Context: an optimization exercise on an open-source flow, tuned for small area. The choices shown serve that exercise and are no tape-out recipe.
Only simulation tests tie the RTL to the original design; equivalence was not proved.
No activity file was given, so power comes from the tool's default toggle rates.

$ cat config.mk
export PLATFORM = sky130hd
export DESIGN_NAME = DE2_115_Project_Top
export DESIGN_NICKNAME = DE2_115_Project_Top
export VERILOG_FILES = /design/flow/design.v
export SDC_FILE = /design/flow/constraint.sdc
export NUM_CORES = 4
export LEC_CHECK = 0
export CAP_MARGIN = 20
export CORE_MARGIN = 2
export CORE_UTILIZATION = 60
export CTS_BUF_LIST = sky130_fd_sc_hd__clkbuf_8
export CTS_CLUSTER_DIAMETER = 55
export CTS_CLUSTER_SIZE = 18
export SLEW_MARGIN = 20
$ cat constraint.sdc
create_clock -name core_clock -period 20.0 [get_ports {CLOCK_50}]
set_input_delay 4.0000 -clock core_clock [delete_from_list [all_inputs] [get_ports {CLOCK_50}]]
set_output_delay 4.0000 -clock core_clock [all_outputs]
set_load 0.01 [all_outputs]
$ cat design.v
module serial_cpu (
    input  wire       clk,
    input  wire       rst,
    input  wire       start,
    input  wire       clr,
    input  wire [2:0] op,
    input  wire [3:0] rd,
    input  wire [3:0] ra,
    input  wire [6:0] im,
    input  wire [4:0] cp,
    input  wire       digit_wr,
    output wire       sign_q,
    output reg  [3:0] cntd,
    output wire [7:0] tp,         
    input  wire       tp_clr      
);
    localparam [2:0] OP_LOAD = 3'd0, OP_ADD = 3'd1, OP_ADDI = 3'd2, OP_SUB = 3'd3,
                     OP_SUBI = 3'd4, OP_MUL = 3'd5, OP_CLEAR = 3'd6, OP_DPL = 3'd7;
    localparam [3:0] ES_WAIT = 4'd0, ES_LAST = 4'd6;
    localparam [1:0] SP_WB = 2'd0, SP_SUB = 2'd1, SP_REST = 2'd2, SP_DONE = 2'd3;
    reg  [3:0]   ph;          
    reg  [3:0]   tr;          
    reg  [255:0] rf;
    reg  [15:0]  sc;
    reg          dly, cy;
    reg  [3:0]   es;
    assign tp = {tr, ph};
    assign sign_q = es[2];
    wire ph0  = (ph == 4'd0);
    wire ph15 = (ph == 4'd15);
    wire post = es[3];                        
    wire [1:0] step = es[1:0];
    wire wbp  = post && step == SP_WB;
    wire addsub = (op == OP_ADD) || (op == OP_SUB);
    wire [3:0] need = (post || op == OP_DPL) ? rd : (es == ES_LAST && addsub) ? im[6:3] : ra;
    wire run  = (post && step != SP_WB) || (tr == need);
    wire port = rf[0];
    wire imbit = (ph[3:1] == 3'd0) ? im[{2'b00, ph[0]}] :
                 (ph[3:1] == 3'd1) ? im[{2'b01, ph[0]}] :
                 (ph[3:1] == 3'd2) ? im[{2'b10, ph[0]}] : 1'b0;
    reg [15:0] kval;
    always @(*) begin
        if (cp[4:2] == 3'b111)
            case (cp[1:0])
                2'd0: kval = 16'd1000;
                2'd1: kval = 16'd100;
                2'd2: kval = 16'd10;
                default: kval = 16'd1;
            endcase
        else
            kval = 16'd10000;
    end
    wire kbit = kval[ph];
    reg mulbit;
    always @(*) begin
        case (es[2:0])
            3'd1: mulbit = im[5];
            3'd2: mulbit = im[4];
            3'd3: mulbit = im[3];
            3'd4: mulbit = im[2];
            3'd5: mulbit = im[1];
            default: mulbit = im[0];
        endcase
    end
    reg a_in, b_in, sub;
    always @(*) begin
        a_in = sc[0]; b_in = 1'b0; sub = 1'b0;
        if (!run) begin
            a_in = sc[0];
        end else if (!post && es != ES_WAIT) begin
            if (op == OP_MUL) begin
                a_in = (es == 4'd1) ? 1'b0 : (dly & ~ph0);
                b_in = mulbit & port;
                sub  = im[6];
            end else if (es != ES_LAST) begin
                a_in = 1'b0;
                b_in = (op == OP_LOAD) ? 1'b0 : port;
            end else begin
                a_in = sc[0];
                case (op)
                    OP_LOAD, OP_ADDI: begin b_in = imbit; sub = im[6];  end
                    OP_SUBI:          begin b_in = imbit; sub = ~im[6]; end
                    OP_ADD:           begin b_in = port;  sub = 1'b0;   end
                    OP_SUB:           begin b_in = port;  sub = 1'b1;   end
                    default:          begin b_in = 1'b0;  sub = 1'b0;   end
                endcase
            end
        end else if (wbp) begin
            a_in = 1'b0; b_in = sc[0]; sub = sign_q;
        end else if (post && step == SP_SUB) begin
            b_in = kbit; sub = 1'b1;
        end else if (post && step == SP_REST) begin
            b_in = kbit;
        end
    end
    wire bx   = b_in ^ sub;
    wire cin  = ph0 ? sub : cy;
    wire sum  = a_in ^ bx ^ cin;
    wire cout = (a_in & bx) | (a_in & cin) | (bx & cin);
    wire wr = run && wbp;
    always @(posedge clk) begin
        rf  <= {clr ? 1'b0 : wr ? sc[0] : rf[0], rf[255:1]};
        {tr, ph} <= {tr, ph} + 8'd1;
        sc  <= {sum, sc[15:1]};
        dly <= sc[0];
        cy  <= cout;
        if (ph15) begin
            if (!post) begin
                if (es == ES_WAIT) es <= 4'd1;
                else if (run) es <= (es == ES_LAST) ? {2'b10, 2'b00} | {1'b0, sum, 2'b00} : es + 4'd1;
            end else begin
                case (step)
                    SP_WB:   if (run) es[1:0] <= SP_SUB;
                    SP_SUB:  if (cout) cntd <= cntd + 4'd1; else es[1:0] <= SP_REST;
                    SP_REST: es[1:0] <= SP_DONE;
                    default: if (cntd == 4'd15) begin es[1:0] <= SP_SUB; cntd <= 4'd0; end
                endcase
            end
        end
        if (digit_wr) cntd <= 4'd15;
        if (start) begin
            es <= ES_WAIT;
            cntd <= 4'd0;
        end
        if (tp_clr) {tr, ph} <= 8'd0;
        if (rst) begin
            {tr, ph} <= 8'd0;
            es <= {2'b10, SP_DONE};
            cntd <= 4'd0;
        end
    end
endmodule
module lcd_chargen (
    input  wire [4:0] cp,
    input  wire [2:0] op,
    input  wire [3:0] rd,
    input  wire       sign_q,
    input  wire [3:0] cntd,
    input  wire       m_splash,
    input  wire       m_blank,
    output reg  [7:0] chr
);
    reg [6:0] t;    
    always @(*) begin
        case ({op, cp[2:0]})
            6'o00: t = "L"; 6'o01: t = "O"; 6'o02: t = "A"; 6'o03: t = "D";
            6'o10: t = "A"; 6'o11: t = "D"; 6'o12: t = "D";
            6'o20: t = "A"; 6'o21: t = "D"; 6'o22: t = "D"; 6'o23: t = "I";
            6'o30: t = "S"; 6'o31: t = "U"; 6'o32: t = "B";
            6'o40: t = "S"; 6'o41: t = "U"; 6'o42: t = "B"; 6'o43: t = "I";
            6'o50: t = "M"; 6'o51: t = "U"; 6'o52: t = "L";
            6'o60: t = "C"; 6'o61: t = "L"; 6'o62: t = "E"; 6'o63: t = "A"; 6'o64: t = "R";
            6'o70: t = "D"; 6'o71: t = "P"; 6'o72: t = "L";
            default: t = " ";
        endcase
        if (m_splash) t = (cp[2] ? " " : "-");
    end
    wire txt   = (cp[4:3] == 2'b00) && !(cp[2] && (cp[1] | cp[0]));    
    wire [3:0] low = cp[3:0];
    wire br_l  = !cp[4] && low == 4'd10;
    wire br_r  = !cp[4] && low == 4'd15;
    wire sgn   =  cp[4] && low == 4'd10;
    wire dig1  = !cp[4] && low >= 4'd11 && low <= 4'd14;
    wire dig2  =  cp[4] && low >= 4'd11;
    wire full  = !m_blank && !(op == 3'd6 && !m_splash);
    reg rdsel;
    always @(*) case (cp[1:0]) 2'd3: rdsel = rd[3]; 2'd0: rdsel = rd[2]; 2'd1: rdsel = rd[1]; default: rdsel = rd[0]; endcase
    wire rdbit = rdsel & !m_splash;    
    always @(*) begin
        chr = 8'h20;
        if (m_blank) chr = 8'h20;
        else if (txt) chr = {1'b0, t};
        else if (full) begin
            if (br_l) chr = 8'h5B;
            else if (br_r) chr = 8'h5D;
            else if (sgn) chr = (sign_q && !m_splash) ? 8'h2D : 8'h2B;
            else if (dig1) chr = {7'b0011000, rdbit};
            else if (dig2) chr = {4'b0011, m_splash ? 4'd0 : cntd};
        end
    end
endmodule
module lcd_seq (
    input  wire       clk,
    input  wire       rst,
    input  wire       power_rel,
    input  wire       send_rel,
    input  wire [7:0] chr,
    input  wire       op_clear,
    output wire       start,
    output wire       booting,
    output reg  [4:0] cp,           
    output reg        m_splash,
    output reg        m_blank,
    output wire       digit_wr,
    output wire [4:0] cpx,          
    input  wire [7:0] tp,           
    output wire       tp_clr,       
    output reg  [7:0] lcd_data,
    output reg        lcd_rs,
    output wire       lcd_en
);
    localparam [3:0] ST_OFF1  = 4'd0,    
                     ST_ISET  = 4'd1,    
                     ST_IWAIT = 4'd2,    
                     ST_IPUL  = 4'd3,    
                     ST_OFF0  = 4'd4,    
                     ST_QWAIT = 4'd5,    
                     ST_PRE   = 4'd6,    
                     ST_IDLE  = 4'd7,
                     ST_CMDW  = 4'd8,    
                     ST_CMDE  = 4'd9,    
                     ST_CHW   = 4'd10,   
                     ST_CHE   = 4'd11;   
    reg [3:0]  st;
    reg [12:0] cnt;
    reg        adv;         
    wire boot_st = (st[3:2] == 2'b00);
    wire [20:0] tb = {cnt, tp};
    wire [13:0] cc;
    wire [12:0] cinc;
    assign cc[0] = !boot_st || (&tp);
    genvar gi;
    generate for (gi = 0; gi < 13; gi = gi + 1) begin : g_inc
        assign cinc[gi]  = cnt[gi] ^ cc[gi];
        assign cc[gi+1]  = cnt[gi] & cc[gi];
    end endgenerate
    function hit;
        input [12:0] c;
        input [12:0] k;
        hit = &(c | ~k);
    endfunction
    function hitb;
        input [20:0] c;
        input [20:0] k;
        hitb = &(c | ~k);
    endfunction
    assign booting = (st[3:2] == 2'b00);
    assign lcd_en  = (st == ST_IPUL) || (st == ST_CMDE) || (st == ST_CHE);
    assign start   = (st == ST_IDLE) && !power_rel && send_rel;
    wire cp16 = (cp == 5'd16);
    wire cp0  = (cp == 5'd0);
    wire cw15 = (cp[3:0] == 4'd15);
    wire t_iwait = hitb(tb, (cp == 5'd27) ? 21'd750002 : (cp == 5'd30) ? 21'd90000 : 21'd2000);
    wire t_ipul  = hitb(tb, 21'd50);
    wire t_qwait = hit(cnt, 13'd997);
    wire t_pre   = hit(cnt, m_blank ? 13'd4 : m_splash ? 13'd7 : 13'd5);
    wire t_cmde  = hit(cnt, 13'd25);
    wire t_cmdw  = hit(cnt, cp[4] ? 13'd2525 : cw15 ? 13'd2475 : 13'd5169);
    wire t_che   = hit(cnt, 13'd2475);
    wire t_chw   = hit(cnt, cp16 ? 13'd2526 : cp0 ? 13'd2527 : 13'd2525);
    wire cmdw_step = (st == ST_CMDW) && !cp[4] && !cw15;    
    assign cpx = (st == ST_CMDW && !cp[4]) ? 5'd0 : cp;
    assign tp_clr = boot_st && adv;
    wire chwr = (st == ST_CMDW && t_cmdw && !cmdw_step) || (st == ST_CHW && t_chw && !cp16 && !cp0);
    assign digit_wr = chwr && !m_blank && !m_splash && !op_clear && (cp >= 5'd27);
    always @(*) begin
        case (st)
            ST_OFF1:  adv = power_rel;
            ST_OFF0:  adv = 1'b1;
            ST_QWAIT: adv = t_qwait;
            ST_ISET:  adv = 1'b1;
            ST_IPUL:  adv = t_ipul;
            ST_IWAIT: adv = t_iwait;
            ST_PRE:   adv = t_pre;
            ST_CMDE:  adv = t_cmde;
            ST_CMDW:  adv = t_cmdw;
            ST_CHE:   adv = t_che;
            ST_CHW:   adv = t_chw;
            ST_IDLE:  adv = power_rel | send_rel;
            default:  adv = 1'b1;
        endcase
    end
    always @(posedge clk) begin
        cnt <= adv ? 13'd0 : cinc;
        if (adv) begin
            case (st)
                ST_OFF1: begin
                    st <= ST_IWAIT; m_splash <= 1'b1; m_blank <= 1'b0;
                end
                ST_OFF0: begin
                    if (power_rel) begin
                        st <= ST_QWAIT; m_splash <= 1'b1; m_blank <= 1'b0;
                    end else begin
                        st <= ST_OFF1; lcd_data <= 8'h00; lcd_rs <= 1'b0;
                    end
                end
                ST_QWAIT: st <= ST_PRE;
                ST_ISET:  st <= ST_IPUL;
                ST_IPUL:  st <= ST_IWAIT;
                ST_IWAIT: begin
                    cp <= cp + 5'd1;
                    st <= (cp == 5'd31) ? ST_PRE : ST_ISET;
                    case (cp[2:0])
                        3'd3: lcd_data <= 8'h38;
                        3'd4: lcd_data <= 8'h0C;
                        3'd5: lcd_data <= 8'h01;
                        3'd6: lcd_data <= 8'h06;
                        default: lcd_data <= 8'h00;
                    endcase
                end
                ST_PRE: begin
                    st <= ST_CMDE; lcd_data <= 8'h01; lcd_rs <= 1'b0;
                end
                ST_CMDE: st <= ST_CMDW;
                ST_CMDW: begin
                    if (cmdw_step) begin
                        cp <= cp + 5'd1;
                    end else begin
                        st <= ST_CHE; lcd_data <= chr; lcd_rs <= 1'b1;
                        cp <= cp[4] ? cp + 5'd1 : 5'd1;
                    end
                end
                ST_CHE: st <= ST_CHW;
                ST_CHW: begin
                    if (cp16) begin
                        st <= ST_CMDE; lcd_data <= 8'hC0; lcd_rs <= 1'b0;
                    end else if (cp0) begin
                        st <= m_blank ? ST_OFF0 : ST_IDLE;
                    end else begin
                        st <= ST_CHE; lcd_data <= chr; lcd_rs <= 1'b1; cp <= cp + 5'd1;
                    end
                end
                ST_IDLE: begin
                    st <= ST_PRE;
                    m_blank <= power_rel; m_splash <= 1'b0;
                end
                default: st <= ST_OFF1;
            endcase
        end
        if (st == ST_OFF1) begin
            cp <= 5'd27; lcd_data <= 8'h00; lcd_rs <= 1'b0;
        end
        if (rst) st <= ST_OFF1;
    end
endmodule
module DE2_115_Project_Top (
    input  wire        CLOCK_50,
    input  wire        RST,       
    input  wire [3:0]  KEY,       
    input  wire [17:0] SW,
    output wire [7:0]  LCD_DATA,
    output wire        LCD_RS,
    output wire        LCD_RW,
    output wire        LCD_EN,
    output wire        LCD_ON,
    output wire        LCD_BLON
);
    assign LCD_ON   = 1'b1;
    assign LCD_BLON = 1'b1;
    assign LCD_RW   = 1'b0;
    wire clk = CLOCK_50;
    reg kp_last, ks_last;
    always @(posedge clk) begin
        kp_last <= ~KEY[0];
        ks_last <= ~KEY[1];
    end
    wire power_rel = kp_last & KEY[0];
    wire send_rel  = ks_last & KEY[1];
    wire        start;           
    wire        booting;
    wire [4:0]  cp;
    wire        m_splash, m_blank;
    wire        digit_wr;
    wire [7:0]  chr;
    wire [4:0]  cpx;
    wire [7:0]  tp;
    wire        tp_clr;
    reg  [2:0]  op_l;
    reg  [3:0]  rd_l;
    reg  [3:0]  rs_l;         
    reg  [6:0]  im_l;         
    always @(posedge clk) begin
        if (start) begin
            op_l <= SW[17:15];
            rd_l <= SW[14:11];
            rs_l <= SW[10:7];
            im_l <= SW[6:0];
        end
        if (RST) op_l <= 3'd0;
    end
    wire        sign_q;
    wire [3:0]  cntd;
    lcd_seq u_seq (
        .clk(clk), .rst(RST), .power_rel(power_rel), .send_rel(send_rel),
        .chr(chr), .op_clear(op_l == 3'd6),
        .start(start), .booting(booting), .cp(cp), .m_splash(m_splash), .m_blank(m_blank),
        .digit_wr(digit_wr), .cpx(cpx), .tp(tp), .tp_clr(tp_clr),
        .lcd_data(LCD_DATA), .lcd_rs(LCD_RS), .lcd_en(LCD_EN)
    );
    lcd_chargen u_cg (
        .cp(cpx), .op(op_l), .rd(rd_l), .sign_q(sign_q), .cntd(cntd),
        .m_splash(m_splash), .m_blank(m_blank), .chr(chr)
    );
    serial_cpu u_cpu (
        .clk(clk), .rst(RST), .start(start), .clr(booting || op_l == 3'd6),
        .op(op_l), .rd(rd_l), .ra(rs_l), .im(im_l), .cp(cp), .digit_wr(digit_wr),
        .sign_q(sign_q), .cntd(cntd), .tp(tp), .tp_clr(tp_clr)
    );
endmodule
$ cat flow/run.sh
#!/bin/bash
# Own layout flow: the standard flow, except that the combinational logic
# of the standard synthesis is re-mapped for area (registers untouched), the
# ports are buffered with the smallest buffer, and the clock tree uses
# clkbuf_8 clusters of at most 18 sinks without dummy loads.
# Each tool's output goes to its own log file here.
set -euo pipefail
R=orfs/results/${FLOW_PLATFORM}/DE2_115_Project_Top/base

# 1. the standard synthesis
bash standard.sh synth > 1_synth_standard.log 2>&1

# 2. re-map the combinational logic for area
cp $R/1_2_yosys.v 1_2_yosys_std.v
yosys -c flow/remap.tcl > 1_remap_yosys.log 2>&1
cp 1_2_yosys_remap.v $R/1_2_yosys.v
rm -f $R/1_synth.odb

# 3. the rest of the standard flow
bash standard.sh finish "BUFFER_PORTS_ARGS=-buffer_cell sky130_fd_sc_hd__buf_1" \
  "CTS_ARGS=-sink_clustering_enable -repair_clock_nets -buf_list sky130_fd_sc_hd__clkbuf_8 -sink_clustering_size 18 -sink_clustering_max_diameter 55 -dont_use_dummy_load" > 2_layout_standard.log 2>&1
$ cat flow/abc_area.script
strash
&get -n
&deepsyn -T 300
&put
dch -f
amap
topo
$ cat flow/dont_use.txt
sky130_fd_sc_hd__probe_p_8 sky130_fd_sc_hd__probec_p_8 sky130_fd_sc_hd__lpflow_bleeder_1 sky130_fd_sc_hd__lpflow_clkbufkapwr_1 sky130_fd_sc_hd__lpflow_clkbufkapwr_16 sky130_fd_sc_hd__lpflow_clkbufkapwr_2 sky130_fd_sc_hd__lpflow_clkbufkapwr_4 sky130_fd_sc_hd__lpflow_clkbufkapwr_8 sky130_fd_sc_hd__lpflow_clkinvkapwr_1 sky130_fd_sc_hd__lpflow_clkinvkapwr_16 sky130_fd_sc_hd__lpflow_clkinvkapwr_2 sky130_fd_sc_hd__lpflow_clkinvkapwr_4 sky130_fd_sc_hd__lpflow_clkinvkapwr_8 sky130_fd_sc_hd__lpflow_decapkapwr_12 sky130_fd_sc_hd__lpflow_decapkapwr_3 sky130_fd_sc_hd__lpflow_decapkapwr_4 sky130_fd_sc_hd__lpflow_decapkapwr_6 sky130_fd_sc_hd__lpflow_decapkapwr_8 sky130_fd_sc_hd__lpflow_inputiso0n_1 sky130_fd_sc_hd__lpflow_inputiso0p_1 sky130_fd_sc_hd__lpflow_inputiso1n_1 sky130_fd_sc_hd__lpflow_inputiso1p_1 sky130_fd_sc_hd__lpflow_inputisolatch_1 sky130_fd_sc_hd__lpflow_isobufsrc_1 sky130_fd_sc_hd__lpflow_isobufsrc_16 sky130_fd_sc_hd__lpflow_isobufsrc_2 sky130_fd_sc_hd__lpflow_isobufsrc_4 sky130_fd_sc_hd__lpflow_isobufsrc_8 sky130_fd_sc_hd__lpflow_isobufsrckapwr_16 sky130_fd_sc_hd__lpflow_lsbuf_lh_hl_isowell_tap_1 sky130_fd_sc_hd__lpflow_lsbuf_lh_hl_isowell_tap_2 sky130_fd_sc_hd__lpflow_lsbuf_lh_hl_isowell_tap_4 sky130_fd_sc_hd__lpflow_lsbuf_lh_isowell_4 sky130_fd_sc_hd__lpflow_lsbuf_lh_isowell_tap_1 sky130_fd_sc_hd__lpflow_lsbuf_lh_isowell_tap_2 sky130_fd_sc_hd__lpflow_lsbuf_lh_isowell_tap_4 sky130_fd_sc_hd__fill_1 sky130_fd_sc_hd__fill_2 sky130_fd_sc_hd__fill_4 sky130_fd_sc_hd__fill_8 
$ cat flow/remap.tcl
# Re-map the combinational logic of the standard synthesis netlist for area.
# The registers stay as they are: same cells, same instance names.
set lib $::env(FLOW_HOME)/platforms/$::env(FLOW_PLATFORM)/lib/sky130_fd_sc_hd__tt_025C_1v80.lib
set top $::env(FLOW_TOP)
set fd [open flow/dont_use.txt r]
set du {}
foreach c [split [string trim [read $fd]]] { if {$c ne ""} { lappend du -dont_use $c } }
close $fd

# cell functions from the library; the sequential cells used are black boxes
yosys read_liberty -ignore_miss_func -ignore_miss_dir $lib
set fd [open 1_2_yosys_std.v r]
set txt [read $fd]
close $fd
set seq [lsort -unique [regexp -all -inline {sky130_fd_sc_hd__(?:df|edf|sdf|sedf|dl)[a-z0-9_]*} $txt]]
yosys blackbox {*}$seq
yosys read_verilog 1_2_yosys_std.v
yosys hierarchy -top $top
yosys flatten
yosys rename -hide w:*.*
yosys opt_clean -purge
yosys opt
yosys setundef -zero
yosys abc -liberty $lib {*}$du -script flow/abc_area.script
yosys opt_clean -purge
yosys hilomap -singleton -hicell sky130_fd_sc_hd__conb_1 HI -locell sky130_fd_sc_hd__conb_1 LO
yosys opt_clean -purge
yosys stat -liberty $lib
yosys check
yosys write_verilog -noattr -nohex -nodec 1_2_yosys_remap.v
$ cat standard.sh
#!/bin/bash
# synth_recipe.tcl (not shown) runs the flow's synth.tcl, then flattens the netlist and writes it again
# the make line also repeats each setting of config.mk as NAME=value (left out here)
make -C /OpenROAD-flow-scripts/flow DESIGN_CONFIG=/design/flow/config.mk WORK_HOME=/design/flow/orfs CLKGATE_MAP_FILE= SYNTH_SCRIPT=/design/flow/synth_recipe.tcl "${@:-finish}"
==> out/metrics.csv <==
stage;metric;value;unit
cells_and_area;stdcell_count;1031;
critical_path;start_kind;input pin;
clock_network;cts.path.max_buffers;3;
clock_network;ctsHoldBuffers;0;
floorplan;start_util;61.2;%
clock_network;htree_levels;1;
floorplan;die_y;128;um
cells_and_area;nets;868;
clock_network;path_clk_slew;0.10;ns
critical_path;cp-end-kind;register;
critical_path;critPathRequiredTime;20.40;ns
cells_and_area;syn_to_final_growth;7.42;%
cells_and_area;design_area;9960;um2
clock_network;cts-root-buf;clkbuf_8;
sta;fmax;0.147;GHz
routing;totalWireLength;17700;um
synthesis;yosysWarnings;4;
clock_network;cts.sinks;343;
min_path;hold_end;u_cpu.rf[56]$_DFF_P_;
grt;grt_use_total;22.0;%
critical_path;cp.arrival;7.19;ns
clock_network;post_cts_resized;0;
routing;via_per_inst;5.58;
floorplan;row_count;45;
synthesis;avgSynthCellArea;11.8;um2
routing;antenna_left;0;
sta;slew_headroom;37.0;%
outcome;status;finished clean;
clock_network;cts_buffers;24;
placed_design;placed_cell_area;9630;um2
sta;finalCritPeriodShare;33.9;%
placed_design;dp_cells;1006;
grt;antenna_found_initial;1;
routing;drt-initial-drc-count;478;
sta;finalSetupViolations;0;
sta;fin_crit;6.79;ns
floorplan;die_area;16500;um2
critical_path;critPathMaxFanout;9;
sta;slew_violations;0;
flow_run;maxCapViolCount;0;
clock_network;postCtsSetupRepairBufs;0;
critical_path;reg2regPathDepth;16;
floorplan;ios;37;
power_and_ir_drop;vdd_drop_max;0.0830;mV
placed_design;gp_congestion;0.889;
grt;grt_pass1_vias;5546;
floorplan;core;15100;um2
placed_design;dp_hpwl;12000;um
clock_network;clk_latency;0.57;ns
floorplan;die_w;128;um
min_path;hold_class;register to register;
power_and_ir_drop;pwr_density_cell;113;nW/um2
min_path;hp-start;u_cpu.rf[57]$_DFF_P_;
routing;drc;0;
grt;grt_max_degree;19;
synthesis;synthCells;786;
sta;finalHoldViolCount;0;
grt;grt_first_pass_wirelength;28600;um
sta;rsz0062_at_grt;no;
sta;finClkSkew;0.0813;ns
critical_path;crit_type;input pin to register;
power_and_ir_drop;p_leak;3.65;nW
placed_design;place.port_buffers;31;
synthesis;synthesis.area;9280;um2
critical_path;r2r-start;u_seq.cp[1]$_SDFFE_PP1P_;
cells_and_area;layout-drive-gt1-share;2.85;%
grt;grt_overflow_total;0;
sta;setup_tns;0;ns
min_path;worstHoldPathCells;0;
critical_path;regToRegSetupSlack;14.95;ns
sta;worstMarginPinSlew;0.935;ns
critical_path;r2r-end;u_seq.lcd_data[3]$_SDFFE_PP0P_;
routing;routedWlPerCell;17.1;um
cells_and_area;final_util;65.8;%
power_and_ir_drop;total_power;0.00112;W
routing;dr.pass1.iters;7;
clock_network;cts_tree;built;
routing;vias;5753;
## how the worst max path moves through the flow
stage | startpoint | to
6_report | KEY[0] | u_seq.lcd_data[3]$_SDFFE_PP0P_
5_1_grt | KEY[0] | u_seq.lcd_data[3]$_SDFFE_PP0P_
4_1_cts | KEY[0] | u_seq.lcd_data[3]$_SDFFE_PP0P_
3_5_place_dp | KEY[0] | u_seq.lcd_data[3]$_SDFFE_PP0P_
3_3_place_gp | KEY[0] | u_seq.lcd_data[3]$_SDFFE_PP0P_
2_1_floorplan | KEY[0] | u_seq.lcd_data[3]$_SDFFE_PP0P_
## registers in the layout, indices dropped and copies added, names as in the netlist, 3 cells and up
name,cells
u_cpu.rf,256
u_cpu.sc,16
u_seq.cnt,13
u_seq.lcd_data,8
im_l,7
u_seq.cp,5
rd_l,4
rs_l,4
u_cpu.cntd,4
u_cpu.es,4
u_cpu.ph,4
u_cpu.tr,4
u_seq.st,4
op_l,3
## layout make-up
type / instances / area (um2)
inverters: 67 / 251
fillers: 1109 / 5180
clock buffers: 24 / 330
diodes: 1 / 2.50
well taps: 188 / 235
repair buffers: 31 / 116
multi-input cells: 377 / 1990
flip-flops and latches: 343 / 7040
## through the flow
step                      setup slack, ns  hold WS [ns]
final                               13.21         0.304
after global routing                13.02         0.314
after CTS                           13.35         0.303
after detailed placement            12.81         0.312
after global placement              12.89         0.312
after floorplan                     13.58         0.310
## worst max-delay path, cell delays in order
cell,delay [ns]
buf_1,0.12
nand2_1,0.14
o22ai_1,0.24
clkinv_1,0.14
o32a_1,0.32
o21ai_0,0.16
a21oi_1,0.22
nor2_1,0.20
o21ai_0,0.14
nor3_1,0.44
nor2_1,0.24
clkinv_1,0.16
o21ai_0,0.13
or4_1,0.42
o21a_1,0.11
## routing by layer
layer  share of wire (%)  wire [um]  GRT usage, %
met1                  48       8530          32.8
met2                  43       7540          32.8
met3                 6.3       1110          3.95
met4                 2.7        482          7.05
met5                   0          0             0
## power breakdown
part / internal (W) / total (W) / switching, W
clock: 0.000108 / 0.000294 / 0.000186
combinational: 0.0000288 / 0.0000914 / 0.0000626
sequential: 0.000719 / 0.000738 / 0.0000191
## placed cells by master (no fill, tap or decap), drive strengths merged, types with 4 or more instances in the layout
| cell | count |
|---|---|
| edfxtp | 17 |
| a31oi | 12 |
| o21a | 6 |
| buf | 31 |
| clkbuf | 24 |
| or2 | 6 |
| nand3 | 5 |
| dfxtp | 326 |
| clkinv | 67 |
| a21oi | 18 |
| a211oi | 13 |
| o21ai | 52 |
| o211ai | 4 |
| nor2b | 4 |
| o22ai | 14 |
| nor4 | 10 |
| nor2 | 99 |
| a31o | 5 |
| or4 | 4 |
| o32a | 4 |
| nor3 | 29 |
| nand2 | 50 |

static timing again, ports no longer ideal:
Ports are ideal in the flow. The routed layout listed here was re-timed in OpenROAD. Step 1 sets driving cells, clkbuf_16 on the clock port and buf_2 on the other inputs (assumed; they add their load-dependent delay and slew). Step 2 times the ports against the registers' clock, not the clock port: input delays grow and output delays shrink by t, the midpoint of the rising clock arrivals with the driver on. Three values: ideal ports, drivers, drivers and shift; two values: the first two.
t (ns): 0.564
setup WS [ns]: 13.211 / 13.228 / 12.664
worst register clock-pin slew, ns: 0.11 / 0.11
worst slew at a driven data input, ns: 0.05
cell pins on the clock port's net: 1
After both steps setup and hold are still met in this run. The setup slack of this run moves by +0.017 ns with the drivers and by -0.547 ns with both steps.
